Source: an optimization exercise on an open RTL-to-GDS flow (aim: small area, a short achievable clock period and few clock cycles). Production flows keep margins and buffers that such runs may drop.
Function was checked by simulation only, so behaviour that the tests miss may differ from the original.
Power and IR drop assume default switching activity.

==> flow/design.v (excerpt) <==
module custom_riscv_core #(
    parameter RESET_VECTOR = 32'h00000000
)(
    input  wire        clk,
    input  wire        rst_n,
    output wire [31:0] iwb_adr_o,
    input  wire [31:0] iwb_dat_i,
    output wire        iwb_cyc_o,
    output wire        iwb_stb_o,
    input  wire        iwb_ack_i,
    output wire [31:0] dwb_adr_o,
    output wire [31:0] dwb_dat_o,
    input  wire [31:0] dwb_dat_i,
    output wire        dwb_we_o,
    output wire [3:0]  dwb_sel_o,
    output wire        dwb_cyc_o,
    output wire        dwb_stb_o,
    input  wire        dwb_ack_i,
    input  wire        dwb_err_i,
    input  wire [31:0] interrupts
);
Settings: LEC_CHECK=0, ABC_CLOCK_PERIOD_IN_PS=4000, CAP_MARGIN=35, CORE_MARGIN=2, CORE_UTILIZATION=40, PLACE_DENSITY=0.6, SETUP_SLACK_MARGIN=5, SLEW_MARGIN=35, TNS_END_PERCENT=100; clock period 11.0 ns.
run.sh (not shown) runs the stock make flow with config.mk's settings and CLKGATE_MAP_FILE= SYNTH_SCRIPT=/design/flow/synth_recipe.tcl, a recipe that flattens the netlist after the stock synthesis.
The baseline completed without violations.
Testbench counts at the start, summed over its fixed seeds: cycles 109,426.
Change:
--- a/flow/design.v
+++ b/flow/design.v
@@ -305,21 +305,19 @@
     output wire        dwb_cyc_o,
     output wire        dwb_stb_o,
     input  wire        dwb_ack_i,
     input  wire        dwb_err_i,
     input  wire [31:0] interrupts
 );
     reg         run;         
     reg         ev;          
     reg         stl;         
-    reg  [31:0] fa_t, fa_s;  
-    reg         fa_sel;      
-    wire [31:0] fa = fa_sel ? fa_t : fa_s;    
+    reg  [31:0] fa;          
     reg  [31:0] ir;          
     reg  [31:0] pc;          
     reg  [31:0] opa;         
     reg  [31:0] opb;         
     reg         mis;         
     reg         c_sub;       
     reg  [2:0]  c_f3;        
     reg         c_ld, c_st, c_wr, c_m, c_csr;
     wire [6:0] op = ir[6:0];
@@ -467,48 +465,45 @@
                         f_auipc ? imm_u :
                                   {{20{fi[31]}}, fi[7], fi[30:25], fi[11:8], 1'b0};
     wire [31:0] agen = rv1 + (f_store ? imm_s : imm_i);
     wire        f_eq  = (rv1 == rv2);
     wire        f_ltu = (rv1 < rv2);
     wire        f_lts = ($signed(rv1) < $signed(rv2));
     wire        bcond = ff3[2] ? ((ff3[1] ? f_ltu : f_lts) ^ ff3[0]) : (!ff3[1] && (f_eq ^ ff3[0]));
     wire [31:0] tgt  = fa + imm_t;
     wire [31:0] pc4  = fa + 32'd4;
-    wire        ntk  = f_jal || (f_br && bcond);
-    wire [31:0] nsq  = f_jalr ? {agen[31:1], 1'b0} : pc4;
+    wire [31:0] npc  = (f_jal || (f_br && bcond)) ? tgt : f_jalr ? {agen[31:1], 1'b0} : pc4;
     wire [31:0] opa_n = (f_lui || f_auipc || f_jal || f_jalr) ? 32'd0 : f_store ? rv2 : rv1;
     wire [31:0] opb_n = (f_load || f_store) ? agen :
                         (f_jal || f_jalr) ? pc4 :
                         f_auipc ? tgt :
                         f_lui ? imm_u :
                         f_opimm ? imm_i : rv2;
     wire        mis_n = ff3[1] ? (agen[1:0] != 2'b00) : (ff3[0] & agen[0]);
     always @(posedge clk or negedge rst_n) begin
         if (!rst_n) begin
             run <= 1'b0;
             ev  <= 1'b0;
             stl <= 1'b0;
-            fa_s <= RESET_VECTOR;
-            fa_sel <= 1'b0;
+            fa  <= RESET_VECTOR;
         end else begin
             run <= 1'b1;
             stl <= ev && !fire;
             if (!ev || fire) begin
                 ev <= take;
-                if (trap) begin fa_s <= trap_vec; fa_sel <= 1'b0; end
-                else if (mret) begin fa_s <= mepc; fa_sel <= 1'b0; end
-                else if (take) begin fa_s <= nsq; fa_sel <= ntk; end
+                if (trap) fa <= trap_vec;
+                else if (mret) fa <= mepc;
+                else if (take) fa <= npc;
             end
         end
     end
     always @(posedge clk) begin
         if (take) begin
-            fa_t  <= tgt;
             ir    <= fi;
             pc    <= fa;
             opa   <= opa_n;
             opb   <= opb_n;
             mis   <= mis_n;
             c_sub <= f_br || ((f_op || f_opimm) && (ff3 == 3'b010 || ff3 == 3'b011)) ||
                      (f_op && ff3 == 3'b000 && fi[30]);
             c_f3  <= (f_op || f_opimm) ? ff3 : 3'b000;
             c_ld  <= f_load;
Outcome: Count of clock-buffer cells in the layout went down by 1; synthesized area went down slightly; non-clock buffer count went down by 155; combinational power went down by a quarter to a third; hold slack gets worse by 0.010 ns; global-route usage went down by 0.45 points; setup slack gets worse by 0.33 ns; wire length went down by a few percent; cell area went down by a few percent; die area went down slightly; core utilization went down by 0.88 points.
Testbench counts after the change, summed over its fixed seeds: cycles 109,426.

port drivers added, routing unchanged:
The flow's constraints put no driver on any port. The routed layouts listed below were extracted and timed again, unchanged, in two steps. Step 1 sets driving cells, clkbuf_16 on the clock port and buf_2 on the other inputs (assumed; they add their load-dependent delay and slew). Step 2 adds t to the input delays and takes it off the output delays; t is the mean of the earliest and latest rising clock arrival at the registers after step 1. Input paths then give back, and output paths get back, about the clock's delay inside the block. Slacks: ideal / step 1 / step 2; pairs: ideal / step 1.
run | t (ns) | slack for setup (ns) | worst data-port slew with drivers (ns)
the first run | 0.976 | 4.323 / 4.222 / 3.246 | 0.40
the second run | 0.976 | 3.992 / 3.771 / 2.794 | 0.56
After both steps every run listed still meets setup and hold. For the second run, which loses most, drivers alone change the setup slack by -0.221 ns; drivers and shift together by -1.198 ns.
